Source: an optimization exercise on an open RTL-to-GDS flow (aim: small area). Production flows keep margins and buffers that such runs may drop.
The RTL was checked by simulation tests, not by an equivalence proof against the original design.

==> job 3284: inputs <==
==> flow/design.v <==
module fpga_top(SW, KEY, CLOCK_50, LEDR, HEX0, HEX1);
    input [9:0] SW;
    input [3:0] KEY;
    input CLOCK_50;
    output [9:0] LEDR;
    output [6:0] HEX0, HEX1;
    wire resetn = KEY[0];
    wire go = ~KEY[1];
    wire [7:0] data_result;
    quad_core u0(
        .clk(CLOCK_50),
        .resetn(resetn),
        .go(go),
        .data_in(SW[7:0]),
        .data_result(data_result)
    );
    assign LEDR[9:0] = {2'b00, data_result};
    hex_decoder H0(.hex_digit(data_result[3:0]), .segments(HEX0));
    hex_decoder H1(.hex_digit(data_result[7:4]), .segments(HEX1));
endmodule
module quad_core(
    input clk,
    input resetn,
    input go,
    input [7:0] data_in,
    output reg [7:0] data_result
    );
    reg [3:0] state;
    wire advance = state[3] | (state[0] ^ go);
    wire last    = (state == 4'd12);
    always @(posedge clk) begin
        if (!resetn)
            state <= 4'd0;
        else if (advance)
            state <= last ? 4'd0 : state + 4'd1;
    end
    wire ld_a  = (state == 4'd0);
    wire ld_b  = (state == 4'd2);
    wire ld_c  = (state == 4'd4);
    wire ld_x  = (state == 4'd6) & go;
    reg [7:0] a, b, c;
    wire [7:0] b_next = (ld_b | ld_x) ? data_in : b;
    wire [7:0] k   = state[3] ? c : b;
    wire [7:0] mac;
    mac8 M0(.m(a), .n(b_next), .k(k), .y(mac));
    always @(posedge clk) begin
        if (ld_a)
            a <= data_in;
        else if (ld_x)
            a <= mac;
        b <= b_next;
        if (ld_c)
            c <= data_in;
    end
    always @(posedge clk) begin
        if (!resetn)
            data_result <= 8'd0;
        else if (last)
            data_result <= mac;
    end
endmodule
module hex_decoder(hex_digit, segments);
    input [3:0] hex_digit;
    output [6:0] segments;
    localparam [15:0] SEG0 = 16'h2812,
                      SEG1 = 16'hd860,
                      SEG2 = 16'hd004,
                      SEG3 = 16'h8692,
                      SEG4 = 16'h02ba,
                      SEG5 = 16'h208e,
                      SEG6 = 16'h1083;
    assign segments = {SEG6[hex_digit], SEG5[hex_digit], SEG4[hex_digit],
                       SEG3[hex_digit], SEG2[hex_digit], SEG1[hex_digit],
                       SEG0[hex_digit]};
endmodule
module mac8(
    input  [7:0] m,
    input  [7:0] n,
    input  [7:0] k,
    output [7:0] y
    );
    wire pp0_0 = m[0] & n[0];
    wire pp0_1 = m[1] & n[0];
    wire pp0_2 = m[2] & n[0];
    wire pp0_3 = m[3] & n[0];
    wire pp0_4 = m[4] & n[0];
    wire pp0_5 = m[5] & n[0];
    wire pp0_6 = m[6] & n[0];
    wire pp0_7 = m[7] & n[0];
    wire pp1_0 = m[0] & n[1];
    wire pp1_1 = m[1] & n[1];
    wire pp1_2 = m[2] & n[1];
    wire pp1_3 = m[3] & n[1];
    wire pp1_4 = m[4] & n[1];
    wire pp1_5 = m[5] & n[1];
    wire pp1_6 = m[6] & n[1];
    wire pp2_0 = m[0] & n[2];
    wire pp2_1 = m[1] & n[2];
    wire pp2_2 = m[2] & n[2];
    wire pp2_3 = m[3] & n[2];
    wire pp2_4 = m[4] & n[2];
    wire pp2_5 = m[5] & n[2];
    wire pp3_0 = m[0] & n[3];
    wire pp3_1 = m[1] & n[3];
    wire pp3_2 = m[2] & n[3];
    wire pp3_3 = m[3] & n[3];
    wire pp3_4 = m[4] & n[3];
    wire pp4_0 = m[0] & n[4];
    wire pp4_1 = m[1] & n[4];
    wire pp4_2 = m[2] & n[4];
    wire pp4_3 = m[3] & n[4];
    wire pp5_0 = m[0] & n[5];
    wire pp5_1 = m[1] & n[5];
    wire pp5_2 = m[2] & n[5];
    wire pp6_0 = m[0] & n[6];
    wire pp6_1 = m[1] & n[6];
    wire pp7_0 = m[0] & n[7];
    wire s0 = pp0_0 ^ k[0];
    wire c0 = pp0_0 & k[0];
    assign y[0] = s0;
    wire s1 = pp0_1 ^ pp1_0 ^ k[1];
    wire c1 = (pp0_1 & pp1_0) | (pp0_1 & k[1]) | (pp1_0 & k[1]);
    wire s2 = c0 ^ s1;
    wire c2 = c0 & s1;
    assign y[1] = s2;
    wire s3 = pp0_2 ^ pp1_1 ^ pp2_0;
    wire c3 = (pp0_2 & pp1_1) | (pp0_2 & pp2_0) | (pp1_1 & pp2_0);
    wire s4 = k[2] ^ c1 ^ c2;
    wire c4 = (k[2] & c1) | (k[2] & c2) | (c1 & c2);
    wire s5 = s3 ^ s4;
    wire c5 = s3 & s4;
    assign y[2] = s5;
    wire s6 = pp0_3 ^ pp1_2 ^ pp2_1;
    wire c6 = (pp0_3 & pp1_2) | (pp0_3 & pp2_1) | (pp1_2 & pp2_1);
    wire s7 = pp3_0 ^ k[3] ^ c3;
    wire c7 = (pp3_0 & k[3]) | (pp3_0 & c3) | (k[3] & c3);
    wire s8 = c4 ^ c5 ^ s6;
    wire c8 = (c4 & c5) | (c4 & s6) | (c5 & s6);
    wire s9 = s7 ^ s8;
    wire c9 = s7 & s8;
    assign y[3] = s9;
    wire s10 = pp0_4 ^ pp1_3 ^ pp2_2;
    wire c10 = (pp0_4 & pp1_3) | (pp0_4 & pp2_2) | (pp1_3 & pp2_2);
    wire s11 = pp3_1 ^ pp4_0 ^ k[4];
    wire c11 = (pp3_1 & pp4_0) | (pp3_1 & k[4]) | (pp4_0 & k[4]);
    wire s12 = c6 ^ c7 ^ c8;
    wire c12 = (c6 & c7) | (c6 & c8) | (c7 & c8);
    wire s13 = c9 ^ s10 ^ s11;
    wire c13 = (c9 & s10) | (c9 & s11) | (s10 & s11);
    wire s14 = s12 ^ s13;
    wire c14 = s12 & s13;
    assign y[4] = s14;
    wire s15 = pp0_5 ^ pp1_4 ^ pp2_3;
    wire c15 = (pp0_5 & pp1_4) | (pp0_5 & pp2_3) | (pp1_4 & pp2_3);
    wire s16 = pp3_2 ^ pp4_1 ^ pp5_0;
    wire c16 = (pp3_2 & pp4_1) | (pp3_2 & pp5_0) | (pp4_1 & pp5_0);
    wire s17 = k[5] ^ c10 ^ c11;
    wire c17 = (k[5] & c10) | (k[5] & c11) | (c10 & c11);
    wire s18 = c12 ^ c13 ^ c14;
    wire c18 = (c12 & c13) | (c12 & c14) | (c13 & c14);
    wire s19 = s15 ^ s16 ^ s17;
    wire c19 = (s15 & s16) | (s15 & s17) | (s16 & s17);
    wire s20 = s18 ^ s19;
    wire c20 = s18 & s19;
    assign y[5] = s20;
    wire s21 = pp0_6 ^ pp1_5 ^ pp2_4;
    wire c21 = (pp0_6 & pp1_5) | (pp0_6 & pp2_4) | (pp1_5 & pp2_4);
    wire s22 = pp3_3 ^ pp4_2 ^ pp5_1;
    wire c22 = (pp3_3 & pp4_2) | (pp3_3 & pp5_1) | (pp4_2 & pp5_1);
    wire s23 = pp6_0 ^ k[6] ^ c15;
    wire c23 = (pp6_0 & k[6]) | (pp6_0 & c15) | (k[6] & c15);
    wire s24 = c16 ^ c17 ^ c18;
    wire c24 = (c16 & c17) | (c16 & c18) | (c17 & c18);
    wire s25 = c19 ^ c20 ^ s21;
    wire c25 = (c19 & c20) | (c19 & s21) | (c20 & s21);
    wire s26 = s22 ^ s23 ^ s24;
    wire c26 = (s22 & s23) | (s22 & s24) | (s23 & s24);
    wire s27 = s25 ^ s26;
    wire c27 = s25 & s26;
    assign y[6] = s27;
    assign y[7] = pp0_7 ^ pp1_6 ^ pp2_5 ^ pp3_4 ^ pp4_3 ^ pp5_2 ^ pp6_1 ^ pp7_0 ^ k[7] ^ c21 ^ c22 ^ c23 ^ c24 ^ c25 ^ c26 ^ c27;
endmodule
==> flow/run.sh <==
#!/bin/bash
# synth_recipe.tcl (not shown) runs the flow's synth.tcl, then flattens the netlist and writes it again
# the make line also repeats each setting of config.mk as NAME=value (left out here)
make -C /OpenROAD-flow-scripts/flow DESIGN_CONFIG=/design/flow/config.mk WORK_HOME=/design/flow/orfs CLKGATE_MAP_FILE= SYNTH_SCRIPT=/design/flow/synth_recipe.tcl finish
==> flow/config.mk <==
export PLATFORM = sky130hd
export DESIGN_NAME = fpga_top
export DESIGN_NICKNAME = fpga_top
export VERILOG_FILES = /design/flow/design.v
export SDC_FILE = /design/flow/constraint.sdc
export NUM_CORES = 4
export LEC_CHECK = 0
export ABC_AREA = 1
export CAP_MARGIN = 20
export CORE_MARGIN = 2
export CORE_UTILIZATION = 40
export SLEW_MARGIN = 20
==> flow/constraint.sdc <==
create_clock -name core_clock -period 10.0 [get_ports {CLOCK_50}]
set_input_delay 2.0000 -clock core_clock [delete_from_list [all_inputs] [get_ports {CLOCK_50}]]
set_output_delay 2.0000 -clock core_clock [all_outputs]
set_load 0.01 [all_outputs]
==> job 2108: changes against job 3284 <==
==> flow/design.v (replaced) <==
module fpga_top(SW, KEY, CLOCK_50, LEDR, HEX0, HEX1);
    input [9:0] SW;
    input [3:0] KEY;
    input CLOCK_50;
    output [9:0] LEDR;
    output [6:0] HEX0, HEX1;
    wire resetn = KEY[0];
    wire go = ~KEY[1];
    wire [7:0] data_result;
    quad_core u0(
        .clk(CLOCK_50),
        .resetn(resetn),
        .go(go),
        .data_in(SW[7:0]),
        .data_result(data_result)
    );
    assign LEDR[9:0] = {2'b00, data_result};
    hex_decoder H0(.hex_digit(data_result[3:0]), .segments(HEX0));
    hex_decoder H1(.hex_digit(data_result[7:4]), .segments(HEX1));
endmodule
module quad_core(
    input clk,
    input resetn,
    input go,
    input [7:0] data_in,
    output reg [7:0] data_result
    );
    reg [3:0] state;
    wire advance = state[3] | (state[0] ^ go);
    wire last    = (state == 4'd12);
    always @(posedge clk) begin
        if (!resetn)
            state <= 4'd0;
        else if (advance)
            state <= last ? 4'd0 : state + 4'd1;
    end
    wire ld_a  = (state == 4'd0);
    wire ld_b  = (state == 4'd2);
    wire ld_c  = (state == 4'd4);
    wire ld_x  = (state == 4'd6) & go;
    reg [7:0] a, b, c;
    wire [7:0] b_next = (ld_b | ld_x) ? data_in : b;
    wire [7:0] k   = state[3] ? c : b;
    wire [7:0] mac = a * b_next + k;
    always @(posedge clk) begin
        if (ld_a)
            a <= data_in;
        else if (ld_x)
            a <= mac;
        b <= b_next;
        if (ld_c)
            c <= data_in;
    end
    always @(posedge clk) begin
        if (!resetn)
            data_result <= 8'd0;
        else if (last)
            data_result <= mac;
    end
endmodule
module hex_decoder(hex_digit, segments);
    input [3:0] hex_digit;
    output [6:0] segments;
    localparam [15:0] SEG0 = 16'h2812,
                      SEG1 = 16'hd860,
                      SEG2 = 16'hd004,
                      SEG3 = 16'h8692,
                      SEG4 = 16'h02ba,
                      SEG5 = 16'h208e,
                      SEG6 = 16'h1083;
    assign segments = {SEG6[hex_digit], SEG5[hex_digit], SEG4[hex_digit],
                       SEG3[hex_digit], SEG2[hex_digit], SEG1[hex_digit],
                       SEG0[hex_digit]};
endmodule
ABC_AREA = not set   (was 1)
==> results.toml <==
[outcome]
outcome = "finished clean"

[placement]
gpl.final_weighted_congestion = 0.820

[logic_synthesis]
synth_top_cells_by_area = "sky130_fd_sc_hd__edfxtp_1, sky130_fd_sc_hd__dfxtp_1, sky130_fd_sc_hd__ha_1"

[timing]
post-route-worst-setup-slack_ns = 2.65
timing.final.crit_share_pct = 73.5

[die]
core_area_um2 = 7330
-- figures above: job 2108

==> results.toml <==
[logic_synthesis]
synth_top_cells_by_area = "sky130_fd_sc_hd__edfxtp_1, sky130_fd_sc_hd__fa_1, sky130_fd_sc_hd__dfxtp_1"

[timing]
timing.final.crit_share_pct = 86.4
post-route-worst-setup-slack_ns = 1.36

[outcome]
outcome = "finished clean"

[min_path]
timing.hold.worst.class = "flop to flop"

[placement]
gpl.final_weighted_congestion = 0.864
-- figures above: job 3284

[separate check: timing with driven ports]
The flow's constraints put no driver on any port. The routed layouts listed below were extracted and timed again, unchanged, in two steps. Step 1: set_driving_cell puts a clkbuf_16 on CLOCK_50 and a buf_2 on each other input, an assumption about the parent block. Step 2 times the ports against the registers' clock, not the clock port: input delays grow and output delays shrink by t, the midpoint of the rising clock arrivals with the driver on. Slacks: ideal / step 1 / step 2; pairs: ideal / step 1.
run | t, ns | setup slack, ns | worst data-port slew with drivers (ns)
job 3284 | 0.315 | 1.365 / 1.370 / 1.055 | 0.04
job 2108 | 0.313 | 2.647 / 2.654 / 2.341 | 0.03
After both steps every run listed still meets setup and hold. The setup slack of job 3284, which loses most, moves by +0.005 ns with the drivers and by -0.310 ns with both steps.
